From an optimization exercise on the open Yosys and OpenROAD flow, aimed at small area, a short achievable clock period and few clock cycles per item; shortcuts taken in it are not production practice.
Where RTL was checked, it was by simulation tests only, not by an equivalence proof against the original.
Power and IR drop assume default switching activity.

Design divider, start of the top module:
module divider#(
  parameter WIDTH    = 32,
  parameter CACHING  =  0,
  parameter INIT_VLD =  0
)(
  input clk,
  input rst,
  input start,
  input      [WIDTH-1:0] dividend,
  input      [WIDTH-1:0] divisor,
  output reg [WIDTH-1:0] quotient,
  output     [WIDTH-1:0] remainder,
  output reg zeroErr,
  output valid
);
  reg [32:0] rem;       
  reg [31:0] dsr;
  reg [4:0]  cnt;
  reg [4:0]  zbr;
  reg        align;
  reg        busy;
  reg        fix;
  reg        vld;
  wire [5:0]  za;
  wire [5:0]  zb;
  divider_lzc32 u_lza (.x(dividend), .z(za));
  divider_lzc32 u_lzb (.x(divisor), .z(zb));
  wire [31:0] sa;                                 
  divider_smear32 u_sa (.x(dividend), .s(sa));
  wire        zeroDivide = ~|divisor;
  wire        shorter = |(divisor & ~sa);         
  wire        quick = shorter | zeroDivide;
  wire [4:0]  s;
  wire [5:0]  bw;
  wire [31:0] sh [0:5];
  assign bw[0] = 1'b0;
  assign sh[0] = dsr;
  genvar i;
  generate
    for (i = 0; i < 5; i = i + 1) begin : al
      assign s[i]    = zbr[i] ^ cnt[i] ^ bw[i];
      assign bw[i+1] = (~zbr[i] & cnt[i]) | (~(zbr[i] ^ cnt[i]) & bw[i]);
      assign sh[i+1] = s[i] ? (sh[i] << (1 << i)) : sh[i];
    end
  endgenerate
  wire        neg = rem[32];
  wire [32:0] sum = rem + ({1'b0, dsr} ^ {33{~neg}}) + {32'd0, ~neg};
  wire        last = cnt == 5'd0;
  assign remainder = rem[31:0];
  assign valid = vld;
  always @(posedge clk) begin
    if (rst) begin
      align <= 1'b0;
      busy  <= 1'b0;
      fix   <= 1'b0;
      vld   <= 1'b0;
    end else if (start) begin
      align <= ~quick;
      busy  <= 1'b0;
      fix   <= 1'b0;
      vld   <= quick;
    end else if (align) begin
      align <= 1'b0;
      busy  <= 1'b1;
    end else if (busy && last) begin
      busy  <= 1'b0;
      fix   <= sum[32];
      vld   <= ~sum[32];
    end else if (fix) begin
      fix   <= 1'b0;
      vld   <= 1'b1;
    end
  end
  always @(posedge clk) begin
    if (start) begin
      rem      <= {1'b0, dividend};
      quotient <= 32'd0;
      dsr      <= divisor;
      cnt      <= za[4:0];
      zbr      <= zb[4:0];
      zeroErr  <= zeroDivide;
    end else if (align) begin
  ...
For scale: ~1100 cells after synthesis, ~110 flip-flops, about 130 I/O pins, roughly 9100 um^2 of cells after synthesis.
Settings: LEC_CHECK=0, CAP_MARGIN=20, CORE_MARGIN=2, CORE_UTILIZATION=50, SETUP_SLACK_MARGIN=1.5, SLEW_MARGIN=20; clock period 5.0 ns.
standard.sh (not shown) runs the stock make flow with config.mk's settings and CLKGATE_MAP_FILE= SYNTH_SCRIPT=/design/flow/synth_recipe.tcl, a recipe that flattens the netlist after the stock synthesis.
==> flow/flow/run.sh <==
#!/bin/bash
set -euo pipefail
bash standard.sh "BUFFER_PORTS_ARGS=-buffer_cell sky130_fd_sc_hd__buf_1" finish > make_finish.log 2>&1
Change:
SETUP_SLACK_MARGIN = 2.5   (was 1.5)
The new run completed with no timing, DRC or antenna violations. Routed wire length went up by 12%. Core utilization came out higher by 12 points. Sequential share of layout area decreases by 5.1 points. Final cell count rose by 7.2%. Critical path depth came out lower by 1.
Function was not checked in any run of this note: the RTL went through the layout flow alone.

---

== JK ==
The RTL this note starts from:
==> flow/design.v <==
`timescale 1ns / 1ps
module divider#(
  parameter WIDTH    = 32,
  parameter CACHING  =  0,
  parameter INIT_VLD =  0
)(
  input clk,
  input rst,
  input start,
  input      [WIDTH-1:0] dividend,
  input      [WIDTH-1:0] divisor,
  output reg [WIDTH-1:0] quotient,
  output     [WIDTH-1:0] remainder,
  output reg zeroErr,
  output valid
);
  reg [31:0] rem;
  reg [31:0] dsr;
  reg [4:0]  cnt;
  reg        busy;
  reg        vld;
  wire [5:0] za;
  wire [5:0] zb;
  divider_lzc32 u_lza (.x(dividend), .z(za));
  divider_lzc32 u_lzb (.x(divisor), .z(zb));
  wire [6:0] sdiff = {1'b0, zb} - {1'b0, za};    
  wire       shorter = sdiff[6];                  
  wire       zeroDivide = zb[5];
  wire       quick = shorter | zeroDivide;
  wire [4:0] s = sdiff[4:0];
  wire [32:0] diff = {1'b0, rem} - {1'b0, dsr};
  wire        ge = ~diff[32];
  wire        last = cnt == 5'd0;
  assign remainder = rem;
  assign valid = vld;
  always @(posedge clk) begin
    if (rst) begin
      busy <= 1'b0;
      vld  <= 1'b0;
    end else if (start) begin
      busy <= ~quick;
      vld  <= quick;
    end else if (busy && last) begin
      busy <= 1'b0;
      vld  <= 1'b1;
    end
  end
  always @(posedge clk) begin
    if (start) begin
      rem      <= dividend;
      quotient <= 32'd0;
      dsr      <= divisor << s;
      cnt      <= s;
      zeroErr  <= zeroDivide;
    end else begin
      if (busy) begin
        if (ge) rem <= diff[31:0];
        quotient <= {quotient[30:0], ge};
      end
      dsr <= dsr >> 1;
      cnt <= cnt - 5'd1;
    end
  end
endmodule
module divider_lzc32 (
  input  [31:0] x,
  output [5:0]  z
);
  wire [15:0] v0;
  wire [15:0] z0;
  wire [7:0]  v1;
  wire [15:0] z1;
  wire [3:0]  v2;
  wire [11:0] z2;
  wire [1:0]  v3;
  wire [7:0]  z3;
  genvar i;
  generate
    for (i = 0; i < 16; i = i + 1) begin : l0
      assign v0[i] = x[2*i+1] | x[2*i];
      assign z0[i] = ~x[2*i+1];
    end
    for (i = 0; i < 8; i = i + 1) begin : l1
      assign v1[i] = v0[2*i+1] | v0[2*i];
      assign z1[2*i+1:2*i] = v0[2*i+1] ? {1'b0, z0[2*i+1]} : {1'b1, z0[2*i]};
    end
    for (i = 0; i < 4; i = i + 1) begin : l2
      assign v2[i] = v1[2*i+1] | v1[2*i];
      assign z2[3*i+2:3*i] = v1[2*i+1] ? {1'b0, z1[4*i+3:4*i+2]} : {1'b1, z1[4*i+1:4*i]};
    end
    for (i = 0; i < 2; i = i + 1) begin : l3
      assign v3[i] = v2[2*i+1] | v2[2*i];
      assign z3[4*i+3:4*i] = v2[2*i+1] ? {1'b0, z2[6*i+5:6*i+3]} : {1'b1, z2[6*i+2:6*i]};
    end
  endgenerate
  wire [4:0] z4 = v3[1] ? {1'b0, z3[7:4]} : {1'b1, z3[3:0]};
  assign z = (v3[1] | v3[0]) ? {1'b0, z4} : 6'd32;
endmodule
export LEC_CHECK = 0
export CAP_MARGIN = 20
export CORE_MARGIN = 2
export CORE_UTILIZATION = 40
export SLEW_MARGIN = 20
create_clock -name core_clock -period 5.0 [get_ports {clk}]
Scripts as last shown in full above: flow/flow/run.sh
Testbench counts of JK, summed over its fixed seeds: cycles 24,253, items 3,200.
Edits applied to the flow inputs when going from JK to MS:
==> flow/run.sh (new file) <==
#!/bin/bash
# synth_recipe.tcl (not shown) runs the flow's synth.tcl, then flattens the netlist and writes it again
# the make line also repeats each setting of config.mk as NAME=value (left out here)
make -C /OpenROAD-flow-scripts/flow DESIGN_CONFIG=/design/flow/config.mk WORK_HOME=/design/flow/orfs CLKGATE_MAP_FILE= SYNTH_SCRIPT=/design/flow/synth_recipe.tcl finish
removed: flow/flow/run.sh
removed: flow/standard.sh
Findings:
Across JK and MS, none had a timing, DRC or antenna violation.
MS vs JK — number of DRC markers after the initial detailed-route iteration dropped by more than a quarter
Largest net degree at the start of global routing ends up lower on MS.
Re final critical-path setup slack: MS is 0.12 ns up on JK.
Between JK and MS, the worst relative slew slack is higher for JK.
As far as hold-critical path depth goes, JK and MS are indistinguishable; the numbers are identical.
Of JK and MS, MS shows the higher sum of routed wire segments on met1, with JK below it.
Higher number of search-and-repair iterations in the first detailed-routing pass was reported by JK, not MS.
Diff JK..MS | number of hold buffers added after CTS | unchanged
MS ended up with clkdlybuf4s50_1 as its commonest non-fill, non-tap cell in the layout; JK ended up with buf_1.
Against JK, the final cell area of MS is higher.
Relative to JK, total power divided by cell area has decreased by about 10% in MS.
Between JK and MS, the flow reports post-layout total power increasing by a few percent.

## separate check: timing with driven ports
In the flow no input, the clock included, has a driving cell. The finished layouts below were timed again as built, in two steps. Step 1, drivers: a clkbuf_16 drives clk and a buf_2 each remaining input, both assumed. Step 2 also shifts input and output timing later by t, the mid clock arrival at the registers, as if the neighbouring blocks saw the same clock. a / b / c = no drivers / after step 1 / after step 2; a / b = the first two.
| run | t (ns) | slack for setup (ns) | slew at the worst register clock pin (ns) | worst slew at a driven data input, ns | pins driven straight from the clock port |
|---|---|---|---|---|---|
| the first run of note 1 | 0.407 | 1.662 / 1.662 / 1.615 | 0.08 / 0.08 | 0.05 | 1 |
| the second run of note 1 | 0.409 | 1.935 / 1.935 / 1.935 | 0.09 / 0.09 | 0.06 | 1 |
| JK | 0.401 | 0.174 / 0.194 / -0.207 | 0.08 / 0.08 | 0.06 | 1 |
| MS | 0.394 | 0.292 / 0.300 / -0.094 | 0.08 / 0.08 | 0.04 | 1 |
Met with ideal ports but missed after step 2: setup timing in JK and MS. For MS, which loses most, drivers alone change the setup slack by +0.008 ns; drivers and shift together by -0.386 ns.
